What follows belongs to an exercise in optimizing a design on an open flow for small area, a short achievable clock period and few clock cycles per item; a production flow would make more cautious choices. Function was checked by simulation only, so behaviour that the tests miss may differ from the original. Power is estimated from default activity; no workload was simulated.

## job 9763
==> flow/design.v (excerpt) <==
module fpadd (
    clk, reset, start,
    a, b,
    sum,
    done
);
Size: about 100 I/O pins, ~9400 um2 of cells after synthesis.
==> module fpadd_comb, before the edit <==
module fpadd_comb (
    input  [31:0] a,
    input  [31:0] b,
    output [31:0] y
);
    wire [7:0]  ea = a[30:23];
    wire [7:0]  eb = b[30:23];
    wire        sa = a[31];
    wire        sb = b[31];
    wire        a_inf  = &ea;
    wire        b_inf  = &eb;
    wire        a_zero = ~|a[30:0];
    wire        b_zero = ~|b[30:0];
    wire        pick_a = a_inf | (~b_inf & b_zero);
    wire        pick_b = ~a_inf & (b_inf | (~b_zero & a_zero));
    wire        pick   = pick_a | pick_b;
    wire [7:0]  dab, dba;
    wire        a_ge, b_ge;
    pfx_add #(8) u_dab (.x(ea), .y(~eb), .cin(1'b1), .s(dab), .cout(a_ge));
    pfx_add #(8) u_dba (.x(eb), .y(~ea), .cin(1'b1), .s(dba), .cout(b_ge));
    wire        e_eq = (ea == eb);
    wire [30:0] c_unused;
    wire        mag_ge;
    pfx_add #(31) u_cmp (.x(a[30:0]), .y(~b[30:0]), .cin(1'b1), .s(c_unused), .cout(mag_ge));
    wire        swap = pick ? pick_b : ~mag_ge;    
    wire [7:0]  d    = a_ge ? dab : dba;
    wire        sub  = (sa ^ sb) & ~pick;
    wire        d01  = e_eq | (dab == 8'd1) | (dba == 8'd1);
    wire        near = sub & d01;
    wire [23:0] Ml = swap ? {1'b1, b[22:0]} : {1'b1, a[22:0]};
    wire [23:0] Ms = swap ? {1'b1, a[22:0]} : {1'b1, b[22:0]};
    wire        sL = swap ? sb : sa;
    wire        sS = swap ? sa : sb;
    wire [7:0]  eL = swap ? eb : ea;
    wire        big = (|d[7:5]) | (d[4] & d[3]);    
    wire        kill = big | pick;
    wire [23:0] Fs  = Ms >> d[4:0];
    wire [23:0] lost_mask = ~(24'hffffff << d[4:0]);
    wire        st_f = big | (|(Ms & lost_mask));
    wire        n_d1 = ea[0] ^ eb[0];              
    wire [23:0] nF  = n_d1 ? {1'b0, Ms[23:1]} : Ms;
    wire        st_n = n_d1 & Ms[0];
    wire [23:0] F   = near ? nF : (kill ? 24'd0 : Fs);
    wire        c   = sS & ~pick & (near ? st_n : st_f);
    wire [24:0] Fx  = sub ? ~{1'b0, F} : {1'b0, F};
    wire [24:0] R;
    wire        R_co;
    pfx_add #(25) u_add (.x({1'b0, Ml}), .y(Fx), .cin(sub ^ c), .s(R), .cout(R_co));
    wire [7:0]  eL_p = eL + 8'd1;
    wire [7:0]  eL_m = eL - 8'd1;
    wire [7:0]  fe  = R[24] ? eL_p : R[23] ? eL : eL_m;
    wire [22:0] fm  = R[24] ? R[23:1] : R[23] ? R[22:0] : {R[21:0], 1'b0};
    wire [4:0]  lz;
    wire        n_nz;
    lzc32 u_lzc (.x({R[23:0], 8'd0}), .cnt(lz), .nz(n_nz));
    wire [23:0] s1  = lz[4] ? {R[7:0], 16'd0} : R[23:0];
    wire [23:0] s2  = lz[3] ? {s1[15:0], 8'd0} : s1;
    wire [23:0] s3  = lz[2] ? {s2[19:0], 4'd0} : s2;
    wire [23:0] s4  = lz[1] ? {s3[21:0], 2'd0} : s3;
    wire [22:0] nm  = lz[0] ? {s4[21:0], 1'b0} : s4[22:0];
    wire [7:0]  ne  = n_nz ? eL - {3'd0, lz} : 8'd0;
    assign y = near ? {sL & n_nz, ne, nm} : {sL, fe, fm};
endmodule
export LEC_CHECK = 0
export ABC_AREA = 1
export CAP_MARGIN = 20
export CORE_MARGIN = 2
export CORE_UTILIZATION = 65
export PLACE_DENSITY = 0.8
export SLEW_MARGIN = 20
create_clock -name core_clock -period 8.0 [get_ports {clk}]
standard.sh (not shown) runs the stock make flow with config.mk's settings and CLKGATE_MAP_FILE= SYNTH_SCRIPT=/design/flow/synth_recipe.tcl, a recipe that flattens the netlist after the stock synthesis.
==> flow/flow/run.sh <==
#!/bin/bash
# The standard layout, with two changes:
# - Yosys's full/half-adder extraction is turned off (ADDER_MAP_FILE empty) so
#   that ABC maps the adders and comparators as plain gates. Synthesis is
#   otherwise the standard one, so the registers keep the standard
#   synthesis's names and cell types.
# - every input and output port still gets a buffer, but a plain buf_2 rather
#   than the default pick (a slow delay buffer).
set -euo pipefail
bash standard.sh ADDER_MAP_FILE= "BUFFER_PORTS_ARGS=-buffer_cell sky130_fd_sc_hd__buf_2" finish > make_finish.log 2>&1
Testbench counts of job 9763, summed over its fixed seeds: cycles 2,408, items 2,400.
diff inputs: job 9763 => job 1906
--- a/flow/design.v
+++ b/flow/design.v
@@ -118,5 +118,5 @@
     pfx_add #(31) u_cmp (.x(a[30:0]), .y(~b[30:0]), .cin(1'b1), .s(c_unused), .cout(mag_ge));
     wire        swap = pick ? pick_b : ~mag_ge;    
-    wire [7:0]  d    = a_ge ? dab : dba;
+    wire [7:0]  d    = mag_ge ? dab : dba;
     wire        sub  = (sa ^ sb) & ~pick;
     wire        d01  = e_eq | (dab == 8'd1) | (dba == 8'd1);
@@ -127,9 +127,17 @@
     wire        sS = swap ? sa : sb;
     wire [7:0]  eL = swap ? eb : ea;
-    wire        big = (|d[7:5]) | (d[4] & d[3]);    
+    wire        big = |d[7:5];                     
     wire        kill = big | pick;
-    wire [23:0] Fs  = Ms >> d[4:0];
-    wire [23:0] lost_mask = ~(24'hffffff << d[4:0]);
-    wire        st_f = big | (|(Ms & lost_mask));
+    wire [23:0] r4  = d[4] ? {16'd0, Ms[23:16]} : Ms;
+    wire        k4  = d[4] & (|Ms[15:0]);
+    wire [23:0] r3  = d[3] ? {8'd0, r4[23:8]} : r4;
+    wire        k3  = d[3] & (|r4[7:0]);
+    wire [23:0] r2  = d[2] ? {4'd0, r3[23:4]} : r3;
+    wire        k2  = d[2] & (|r3[3:0]);
+    wire [23:0] r1  = d[1] ? {2'd0, r2[23:2]} : r2;
+    wire        k1  = d[1] & (|r2[1:0]);
+    wire [23:0] Fs  = d[0] ? {1'd0, r1[23:1]} : r1;
+    wire        k0  = d[0] & r1[0];
+    wire        st_f = big | k4 | k3 | k2 | k1 | k0;
     wire        n_d1 = ea[0] ^ eb[0];              
     wire [23:0] nF  = n_d1 ? {1'b0, Ms[23:1]} : Ms;
Results
The power drawn by the sequential cells was comparable across job 1906 and job 9763.
[job 1906 vs job 9763] area after synthesis: lower in job 1906
Of job 1906 and job 9763, job 1906 shows the lower post-synthesis share of cell area spent on and, or, nand and nor gates, with job 9763 above it.
Job 1906 vs job 9763 — violation count after the first detailed-routing iteration rose 26.
Sequential share of layout area for job 1906: 0.57 points up relative to job 9763
Measured against each other, job 1906 and job 9763 differ in sum of routed wire length over all layers, the higher figure coming from job 9763.
Delta (job 1906 minus job 9763): critical path depth now sits higher; total core area now smaller; hold slack +0.022 ns.
Between job 1906 and job 9763, it is job 1906 whose number of clock buffer instances in the layout is lower, by 2.
As of job 1906, count of fill cells added during filler insertion had fallen by a little under 10% compared to job 9763.
Relative to job 9763, power increased by 0.000024 W in job 1906.
Setup slack ends up lower on job 1906.
Sort job 1906 and job 9763 by cell count after placement, descending, and job 9763 comes first.
Testbench counts of job 1906, summed over its fixed seeds: cycles 2,408, items 2,400.

-- re-timing with driven ports --
How much do the figures lean on ideal ports? The routed layouts below were timed once more, with nothing changed but the port constraints. Step 1, drivers: a clkbuf_16 drives clk and a buf_2 each remaining input, both assumed. Step 2 times the ports against the registers' clock, not the clock port: input delays grow and output delays shrink by t, the midpoint of the rising clock arrivals with the driver on. Three values: ideal, step 1, step 2; two values: the first two.
run	t (ns)	slack for setup (ns)	worst setup path after step 2	worst data-port slew with drivers (ns)
job 9763	0.310	0.588 / 0.598 / 0.288	input to register	0.04
job 1906	0.320	0.554 / 0.568 / 0.248	input to register	0.03
After both steps setup and hold are still met in every run listed. The setup slack of job 1906, which loses most, moves by +0.014 ns with the drivers and by -0.306 ns with both steps.
